Context: an optimization exercise on an open-source flow, tuned for small area, a short achievable clock period and few clock cycles. The choices shown serve that exercise and are no tape-out recipe.
Only the layout flow was run in this run; the RTL was not checked for function there.

`flow/config.mk`:
```
export PLATFORM = sky130hd
export DESIGN_NAME = JAM
export DESIGN_NICKNAME = JAM
export VERILOG_FILES = /design/flow/design.v
export SDC_FILE = /design/flow/constraint.sdc
export NUM_CORES = 4
export LEC_CHECK = 0
export CAP_MARGIN = 20
export CORE_MARGIN = 2
export CORE_UTILIZATION = 40
export SLEW_MARGIN = 20
```
`flow/constraint.sdc`:
```
create_clock -name core_clock -period 5.0 [get_ports {CLK}]
set_input_delay 1.0000 -clock core_clock [delete_from_list [all_inputs] [get_ports {CLK}]]
set_output_delay 1.0000 -clock core_clock [all_outputs]
set_load 0.01 [all_outputs]
```
`flow/design.v`:
```
module JAM (
input CLK,
input RST,
output [2:0] W,
output [2:0] J,
input [6:0] Cost,
output [3:0] MatchCount,
output [9:0] MinCost,
output Valid );
reg        dfs, done;    
reg        first;        
reg  [6:0] p;            
reg  [6:0] mn;           
reg  [6:0] bf [0:7];     
reg  [9:0] base;         
reg  [6:0] rm [0:7];     
reg  [6:0] cm [0:7];     
reg  [7:0] zc [0:7];     
reg  [6:0] R  [0:7];     
reg  [2:0] js [0:7];     
reg  [7:0] used;         
reg  [7:0] L;            
reg  [2:0] perm [0:7];   
reg  [7:0] picked;       
reg  [2:0] sk;           
reg        srt;          
reg  [2:0] lv;           
reg  [7:0] jo;           
reg        ev;           
reg        st;           
reg  [9:0] best;
reg  [3:0] cnt;
reg [11:0] G;            
reg [11:0] Gq;           
reg        fix;          
reg        addp;         
reg        addc;         
reg  [6:0] rq;           
reg [11:0] U;            
assign MinCost = best;
assign MatchCount = cnt;
assign Valid = done;
integer i;
function [12:0] fadd(input [11:0] a, input [11:0] b, input cin);
    reg [11:0] g, p, gg, pp, c;
    integer k, m;
    begin
        g = a & b;
        p = a ^ b;
        gg = g; pp = p;
        for (k = 1; k < 12; k = k * 2)
            for (m = 11; m >= k; m = m - 1) begin
                gg[m] = gg[m] | (pp[m] & gg[m-k]);
                pp[m] = pp[m] & pp[m-k];
            end
        c[0] = cin;
        for (m = 1; m < 12; m = m + 1) c[m] = gg[m-1] | (pp[m-1] & cin);
        fadd = {gg[11] | (pp[11] & cin), p ^ c};
    end
endfunction
wire [7:0] Lc  = {L[6:0], L[7]};
wire [7:0] Lp  = {L[0], L[7:1]};
wire [7:0] Lpp = {L[1:0], L[7:2]};
function [7:0] zrow(input [7:0] sel);
    integer k;
    for (k = 0; k < 8; k = k + 1) zrow[k] = |(zc[k] & sel);
endfunction
reg [2:0] pc, pch, pp;
always @(*) begin
    pc = 3'd0; pch = 3'd0; pp = 3'd0;
    for (i = 0; i < 8; i = i + 1) begin
        pc  = pc  | (perm[i] & {3{L[i]}});
        pch = pch | (perm[i] & {3{Lc[i]}});
        pp  = pp  | (perm[i] & {3{Lp[i]}});
    end
end
wire [7:0] Rc  = 8'd1 << pc;
wire [7:0] Rch = 8'd1 << pch;
wire [7:0] Rp  = 8'd1 << pp;
reg [6:0] rmc, cmc, Rpp, Rppp;
reg [2:0] jp, jpp;
always @(*) begin
    rmc = 7'd0; cmc = 7'd0; Rpp = 7'd0; Rppp = 7'd0; jp = 3'd0; jpp = 3'd0;
    for (i = 0; i < 8; i = i + 1) begin
        rmc  = rmc  | (rm[i] & {7{Rc[i]}});
        cmc  = cmc  | (cm[i] & {7{jo[i]}});
        Rpp  = Rpp  | (R[i]  & {7{Lpp[i]}});
        Rppp = Rppp | (R[i]  & {7{L[(i+3)%8]}});
        jp   = jp   | (js[i] & {3{Lp[i]}});
        jpp  = jpp  | (js[i] & {3{Lpp[i]}});
    end
end
wire [7:0] zr_c  = zrow(Rc);
wire [7:0] zr_ch = zrow(Rch);
wire [7:0] zr_p  = zrow(Rp);
wire [7:0] bp  = 8'd1 << jp;
wire [7:0] bpp = 8'd1 << jpp;
reg [3:0] zk [0:7];
always @(*) begin
    for (i = 0; i < 8; i = i + 1)
        zk[i] = picked[i] ? 4'd15 :
                ({3'd0, zc[0][i]} + {3'd0, zc[1][i]} + {3'd0, zc[2][i]} + {3'd0, zc[3][i]} +
                 {3'd0, zc[4][i]} + {3'd0, zc[5][i]} + {3'd0, zc[6][i]} + {3'd0, zc[7][i]});
end
function [6:0] kmin(input [6:0] a, input [6:0] b);    
    kmin = (b[6:3] < a[6:3]) ? b : a;
endfunction
wire [6:0] k01 = kmin({zk[0], 3'd0}, {zk[1], 3'd1});
wire [6:0] k23 = kmin({zk[2], 3'd2}, {zk[3], 3'd3});
wire [6:0] k45 = kmin({zk[4], 3'd4}, {zk[5], 3'd5});
wire [6:0] k67 = kmin({zk[6], 3'd6}, {zk[7], 3'd7});
wire [6:0] kmn = kmin(kmin(k01, k23), kmin(k45, k67));
wire [2:0] wsel = kmn[2:0];
wire       red = ~dfs & ~done & ~srt;
wire       rdrow = ~p[6];                            
wire       lastpos = (p[2:0] == 3'd7);
wire [6:0] rmin = ((p[2:0] == 3'd0) | (Cost < mn)) ? Cost : mn;
wire [3:0] wq = p[6:3] - 4'd1;                       
wire [7:0] wqoh = 8'd1 << wq[2:0];
wire [6:0] x = bf[0] - rm[7];
wire       colinit = (wq == 4'd0);
wire       xlt = x < cm[0];
wire [6:0] cmn = (colinit | xlt) ? x : cm[0];
wire [7:0] zcn = (colinit | xlt) ? wqoh : ((x == cm[0]) ? (zc[0] | wqoh) : zc[0]);
wire [6:0] pa = p + {6'd0, ~first};                  
function [7:0] lowbit(input [7:0] m);
    lowbit = m & (~m + 8'd1);
endfunction
function [2:0] enc(input [7:0] oh);
    enc = {|(oh & 8'hf0), |(oh & 8'hcc), |(oh & 8'haa)};
endfunction
function [7:0] above(input [7:0] oh);    
    integer k;
    begin
        above[0] = 1'b0;
        for (k = 1; k < 8; k = k + 1) above[k] = above[k-1] | oh[k-1];
    end
endfunction
wire        phc = ~st & ~|(zr_c & jo);               
wire        php = ~|(zr_p & bp);
wire        sle = ~G[11];
wire        slt = (~G[11] & (|G)) | st;
wire        alp = ~Gq[11] & (|Gq);
wire        Ubig = ~U[11] & (|U[10:7]);
wire        cle = Ubig | ({1'b0, Cost} <= {1'b0, U[6:0]});
wire        clt = Ubig | ({1'b0, Cost} <  {1'b0, U[6:0]});
wire [9:0]  Y   = best - U[9:0];                      
wire        le  = phc ? cle : sle;
wire        lt  = phc ? clt : slt;
wire [12:0] slx = fadd(U, {5'h1f, ~Cost}, 1'b1);
wire [11:0] sl  = phc ? slx[11:0] : G;               
wire [9:0]  v   = phc ? (Y + {3'd0, Cost}) : (best - G[9:0]);
wire        leaf = L[7];
wire        lfe = ev & leaf;
wire        imp = lfe & lt;                           
wire [7:0] fch = ~used & ~jo;
wire [7:0] m0c = zr_ch & fch;
wire [7:0] m1c = ~zr_ch & fch;
wire       f0c = |m0c;
wire       f1c = |m1c;
wire [7:0] ohc = f0c ? lowbit(m0c) : lowbit(m1c);
wire       desc = ev & ~leaf & le & (f0c | (lt & f1c));
wire [7:0] acu = st ? 8'hff : above(jo);
wire [7:0] m0s = phc ? 8'd0 : (zr_c & ~used & acu);
wire [7:0] m1s = ~zr_c & ~used & (phc ? acu : 8'hff) & {8{slt}};
wire       f0s = |m0s;
wire       fs  = f0s | (|m1s);
wire [7:0] ohs = f0s ? lowbit(m0s) : lowbit(m1s);
wire [7:0] fpa = ~(used & ~bp);
wire [7:0] apa = above(bp);
wire [7:0] m0p = php ? 8'd0 : (zr_p & fpa & apa);
wire [7:0] m1p = ~zr_p & fpa & (php ? apa : 8'hff) & {8{alp}};
wire       f0p = |m0p;
wire       fp  = (f0p | (|m1p)) & ~L[0];
wire [7:0] ohp = f0p ? lowbit(m0p) : lowbit(m1p);
wire [11:0] gpp  = Gq + {5'd0, Rpp};                 
wire [11:0] gppp = gpp + {5'd0, Rppp};               
wire [6:0]  rnew = phc ? (Cost - rq) : 7'd0;    
reg [6:0] rmch, rmp, cmch, cmnc;
always @(*) begin
    rmch = 7'd0; rmp = 7'd0; cmch = 7'd0; cmnc = 7'd0;
    for (i = 0; i < 8; i = i + 1) begin
        rmch = rmch | (rm[i] & {7{Rch[i]}});
        rmp  = rmp  | (rm[i] & {7{Rp[i]}});
        cmch = cmch | (cm[i] & {7{ohc[i]}});
        cmnc = cmnc | (cm[i] & {7{fs ? ohs[i] : ohp[i]}});
    end
end
wire [12:0] rqchx = fadd({5'd0, rmch}, {5'd0, cmch}, 1'b0);
wire [6:0] rqch = rqchx[6:0];
wire [12:0] rqncx = fadd({5'd0, fs ? rmc : rmp}, {5'd0, cmnc}, 1'b0);
wire [6:0] rqnc = rqncx[6:0];
wire [12:0] Uchx = fadd(sl, {5'd0, rqch}, 1'b0);
wire [12:0] Uncx = fadd(fs ? G : Gq, {5'd0, rqnc}, 1'b0);
wire [2:0] Wnc = !dfs ? pa[5:3] : (fs ? pc : pp);
wire [2:0] Jnc = !dfs ? pa[2:0] : enc(fs ? ohs : ohp);
assign W = desc ? pch : Wnc;
assign J = desc ? enc(ohc) : Jnc;
always @(posedge CLK) begin
    if (!srt) picked <= 8'd0;
    else begin
        picked <= picked | (8'd1 << wsel);
        for (i = 0; i < 8; i = i + 1) if (sk == i) perm[i] <= wsel;
    end
    if (red) begin
        if (!first) begin
            for (i = 0; i < 7; i = i + 1) begin
                bf[i] <= bf[i+1]; cm[i] <= cm[i+1]; zc[i] <= zc[i+1];
            end
            bf[7] <= Cost; cm[7] <= cmn; zc[7] <= zcn;
        end
        if (rdrow) mn <= rmin;
        if (rdrow && lastpos) begin
            for (i = 0; i < 7; i = i + 1) rm[i] <= rm[i+1];
            rm[7] <= rmin;
        end
    end else if (dfs && !fix) begin
        if (desc) begin
            for (i = 0; i < 8; i = i + 1) if (L[i]) R[i] <= rnew;
            for (i = 0; i < 8; i = i + 1) if (Lc[i]) js[i] <= enc(ohc);
        end else if (imp) begin
        end else if (fs) begin
            for (i = 0; i < 8; i = i + 1) if (L[i]) js[i] <= enc(ohs);
        end else if (fp) begin
            for (i = 0; i < 8; i = i + 1) if (Lp[i]) js[i] <= enc(ohp);
        end
    end
end
always @(posedge CLK or posedge RST) begin
    if (RST) begin
        dfs <= 1'b0; done <= 1'b0; first <= 1'b1; p <= 7'd0; srt <= 1'b0; sk <= 3'd0; addp <= 1'b0; addc <= 1'b0; fix <= 1'b0; Gq <= 12'd0;
        base <= 10'd0;
        L <= 8'd1; lv <= 3'd0; used <= 8'd0; jo <= 8'd0;
        ev <= 1'b0; st <= 1'b0;
        best <= 10'h3ff; cnt <= 4'd0; G <= 12'd0; rq <= 7'd0; U <= 12'd0;
    end else begin
    if (addp | addc) base <= base + {3'd0, addp ? mn : cm[7]};
    if (srt) begin
        sk <= sk + 3'd1;
        if (sk == 3'd7) srt <= 1'b0;
    end
    if (!dfs && !done && !srt) begin
        addp <= rdrow & lastpos;
        addc <= (wq == 4'd7) & ~first;
        first <= 1'b0;
        p <= pa;
        if (p == 7'd71) srt <= 1'b1;
    end else if (!dfs && !done) begin
        addp <= 1'b0; addc <= 1'b0;
        dfs <= 1'b1; st <= 1'b1;
        G <= {2'b00, best} - {2'b00, base} - {5'd0, cm[7]};
    end else if (dfs && fix) begin
        fix <= 1'b0;
        Gq <= Gq - G;
    end else if (dfs) begin
        st <= 1'b0;
        fix <= imp;
        if (lfe) begin
            if (lt) begin best <= v; cnt <= 4'd1; end
            else if (le) cnt <= cnt + 4'd1;
        end
        if (desc) begin
            used <= used | jo;
            L <= Lc; lv <= lv + 3'd1; jo <= ohc; ev <= 1'b1; G <= sl; Gq <= G; rq <= rqch; U <= Uchx[11:0];
        end else if (imp) begin
            ev <= 1'b0; G <= sl;
        end else if (fs) begin
            jo <= ohs; ev <= 1'b1; rq <= rqnc; U <= Uncx[11:0];
        end else if (fp) begin
            used <= used & ~bp;
            L <= Lp; lv <= lv - 3'd1; jo <= ohp; ev <= 1'b1; G <= Gq; Gq <= gpp; rq <= rqnc; U <= Uncx[11:0];
        end else if (L[0] | L[1]) begin
            done <= 1'b1; dfs <= 1'b0;
        end else begin
            used <= used & ~bp & ~bpp;
            L <= Lpp; lv <= lv - 3'd2; jo <= bpp; ev <= 1'b0; G <= gpp; Gq <= gppp;
        end
    end
    end
end
endmodule
```
`flow/run.sh`:
```
#!/bin/bash
# synth_recipe.tcl (not shown) runs the flow's synth.tcl, then flattens the netlist and writes it again
# the make line also repeats each setting of config.mk as NAME=value (left out here)
make -C /OpenROAD-flow-scripts/flow DESIGN_CONFIG=/design/flow/config.mk WORK_HOME=/design/flow/orfs CLKGATE_MAP_FILE= SYNTH_SCRIPT=/design/flow/synth_recipe.tcl finish
```
==> notes.md <==
[final timing paths]
kind / end / cells after the start / startpoint
max: U[10] / 30 / L[2]
min: bf[3][2] / 0 / bf[4][2]
max reg2reg: U[10] / 30 / L[2]
min reg2reg: bf[3][2] / 0 / bf[4][2]
max in group asynchronous: first / 3 / RST
min in group asynchronous: Gq[7] / 2 / RST
[worst register-to-register path: cells and delay by family (launching register included)]
| family | cells | cell delay, ns |
|---|---|---|
| simple gates | 9 | 1.59 |
| buf+inv | 4 | 0.67 |
| flops | 1 | 0.47 |
| compound gates | 12 | 2.39 |
| fa+ha+maj | 3 | 1.27 |
| mux | 1 | 0.11 |
| xor+xnor | 1 | 0.16 |
[cells in the final DEF, fill, tap and decap left out, types with 16 or more instances in the layout]
master / count
buf_4: 726
edfxtp_1: 343
nand2_1: 305
inv_1: 262
nor2_1: 201
a21oi_1: 183
ha_1: 180
a22oi_1: 132
o21ai_0: 123
dfrtp_1: 92
mux2i_1: 80
nand3_1: 78
xnor2_1: 77
buf_6: 64
clkbuf_16: 63
a21o_1: 57
nand4_1: 54
fa_1: 49
o21ai_1: 45
xor2_1: 41
nor3_1: 39
nor2b_1: 37
a21oi_2: 35
o211ai_1: 35
buf_12: 35
and3_1: 25
o21bai_1: 24
a211oi_2: 23
clkdlybuf4s50_1: 23
nand2b_1: 21
o21a_1: 21
a221o_1: 20
o21ai_2: 20
a222oi_1: 20
a31oi_1: 19
nor2_2: 17
a211oi_1: 17
nor4_1: 16
a22oi_2: 16
[metal layers]
metal,track usage (%),routed length [microns],vias up
met3,4.019,8753,253
met5,0,0,-
met2,44.13,53250,1223
met4,10.24,4883,0
li1,-,-,13730
met1,38.00,50170,14320
[repair_timing]
item | 4_1_cts | 5_1_grt
setup buffers | 53 | 54
pin swaps | 73 | 110
endpoints found under the setup margin | 202 | 202
resized for setup | 131 | 255
cloned | 2 | 13
[stage by stage]
stage | util, % | hold WS (ns)
floorplan | - | 0.4003
global route | 54.96 | 0.4199
global placement | 49.19 | 0.4007
detailed placement | 49.19 | 0.4045
finish | 54.96 | 0.4173
CTS | 52.90 | 0.4154
[cell type report]
type	instances	area [sq um]	share of cell area, %
Clock buffer	61	1399	3.232
Clock inverter	43	495.5	1.145
Timing Repair Buffer	863	7425	17.16
Tap cell	1050	1314	3.036
Multi-Input combinational cell	2392	18400	42.53
Sequential cell	461	13240	30.58
Inverter	266	1005	2.322
[sequential cells by signal (all words and copies together) (netlist names), 3 cells and up]
signal  count
L           8
cnt         4
p           7
G          12
best       10
cm         56
rm         56
zc         64
js         24
perm       24
mn          7
rq          7
U          12
R          56
bf         56
sk          3
jo          8
picked      8
base       10
used        8
Gq         12
[cell families (layout without fill, tap and decap cells)]
logic type	Yosys count	count (layout)	synth area share, %
other cells	1	7	0.01181
flops	461	461	41.67
xor+xnor	128	128	3.532
simple gates	912	913	13.70
fa+ha+maj	247	247	10.97
compound gates	992	992	21.37
buf+inv	435	1233	5.329
mux	105	105	3.418
==> key figures <==
GRT
  • Tot GR Track Use: 27.59%
  • Vias in the first global route: 28240
  • Global-route wire length before repair: 173.1 mm
  • Antenna violations before repair: 1
  • Remaining Overflow, GRT: 0
  • Largest net degree at the start of global routing: 114

Timing
  • Clk_skew: 0.03430 ns
  • Crit share post-route: 134.3%
  • RSZ-0062 raised after global routing: yes
  • Tightest Pin Transition: 0.9351 ns
  • Period minus WS final: 6.714 ns
  • Relative slew slack: 37.66%
  • Total Neg Setup Slack: -80.06 ns
  • Final setup fails: 142
  • Final setup margin: -1.714 ns
  • Max Slew Vio Count: 0
  • Upper clock frequency limit: 148.9 MHz
  • Final hold violations: 0

Place
  • Port bufs: 29
  • Dpl cell area: 38730 sq um
  • GPL Wtd Cong: 0.9826
  • Place WS: -1.896 ns
  • Cell count after placement: 4920
  • DP HPWL: 87.64 mm

Critical path
  • Peak per-stage delay on the critical path: 0.63 ns
  • Crit Path Max Fanout: 8
  • Setup crit end kind: flop
  • Worst path bufs/invs: 4
  • Cell family with most CP delay: compound AO/OA/AOI/OAI gates
  • R2R setup slack: -1.71 ns
  • Worst setup SP type: flop
  • CP dominant cell by count: a22o_1
  • Critical-path top delay cell: fa_2
  • Critical path class: reg2reg
  • CP required: 5.54 ns
  • Crit path arrival time: 7.25 ns

Synth
  • Synth Register Bits: 461
  • Syn avg cell area: 9.674 sq um
  • List of most frequent post-synthesis cells: 343 x edfxtp_1, 309 x nand2_1, 266 x inv_1
  • Area contributors post-synth: edfxtp_1 32%, dfrtp_1 7.7%, ha_1 7.7%, nand2_1 3.7%, a21oi_1 3.5%
  • Ys flop type: edfxtp_1
  • FFs w/ async S/R, synth: 23.86%
  • Dominant cell by count in the synthesized netlist: edfxtp_1
  • Library cells used by synthesis: 91
  • Synth Instances: 3281
  • Post-synthesis sequential area ratio: 41.67%
  • Post-Syn Area: 31740 sq um
  • Top-area cell type share of the netlist area: 32.45%
  • Post-synth EDFFs: 343
  • Warnings from Yosys: 9
  • Area leader, netlist: edfxtp_1

Floorplanning
  • Die width: 285.7 microns
  • Initial Util: 40.31%
  • Die area: 81620 sq um
  • Core ar.: 78740 sq um
  • Rows: 103
  • # IOs: 30
  • Die H: 285.7 microns

Outcome
  • SO Faults: setup timing
  • Status: failed layout checks

Clocking
  • Num CTS Buffers: 55
  • Max Root-Sink Buffers: 3
  • Clock-pin slew on the worst setup and hold paths: 0.06 ns
  • H-tree levels: 2
  • Cts hold-fix bufs: 0
  • Skew-Pair Late Insertion Delay: 0.65 ns
  • Clk root buf: clkbuf_16
  • Clk sinks: 461
  • CTS tree: yes

Drt
  • First-pass DRT Iterations: 7
  • Wire per inst: 22.79 microns
  • DRC errors left: 0
  • Detailed Route WL: 117.1 mm
  • Via count: 29520
  • ANT nets after route: 0
  • Initial DRC Count: 3064
  • Via density: 5.747

Finish
  • Area Overhead vs Synth: 36.34%
  • Layout cell share with drive strength beyond 1: 30.57%
  • Fillers: 6960
  • Post-route cell area: 43280 sq um
  • Number of diodes: 0
  • Non-filler cells, final: 5136
  • Fin nets: 4295

Job
  • Max-cap violations: 0

Hold path
  • Hold crit path type: reg2reg

[static timing again, ports no longer ideal]
In the flow no input, the clock included, has a driving cell. The finished layout below was timed again as built, in two steps.
Step 1: set_driving_cell puts a clkbuf_16 on CLK and a buf_2 on each other input, an assumption about the parent block.
Step 2 also shifts input and output timing later by t, the mid clock arrival at the registers, as if the neighbouring blocks saw the same clock.
a / b / c = ideal ports / drivers / drivers and shift; a / b = the first two.
t (ns): 0.705
setup WS [ns]: -1.714 / -1.714 / -1.714
worst setup path at the end: register to register
pins driven straight from the clock port: 1
The setup slack of this run moves by 0.000 ns with the drivers and by 0.000 ns with both steps.
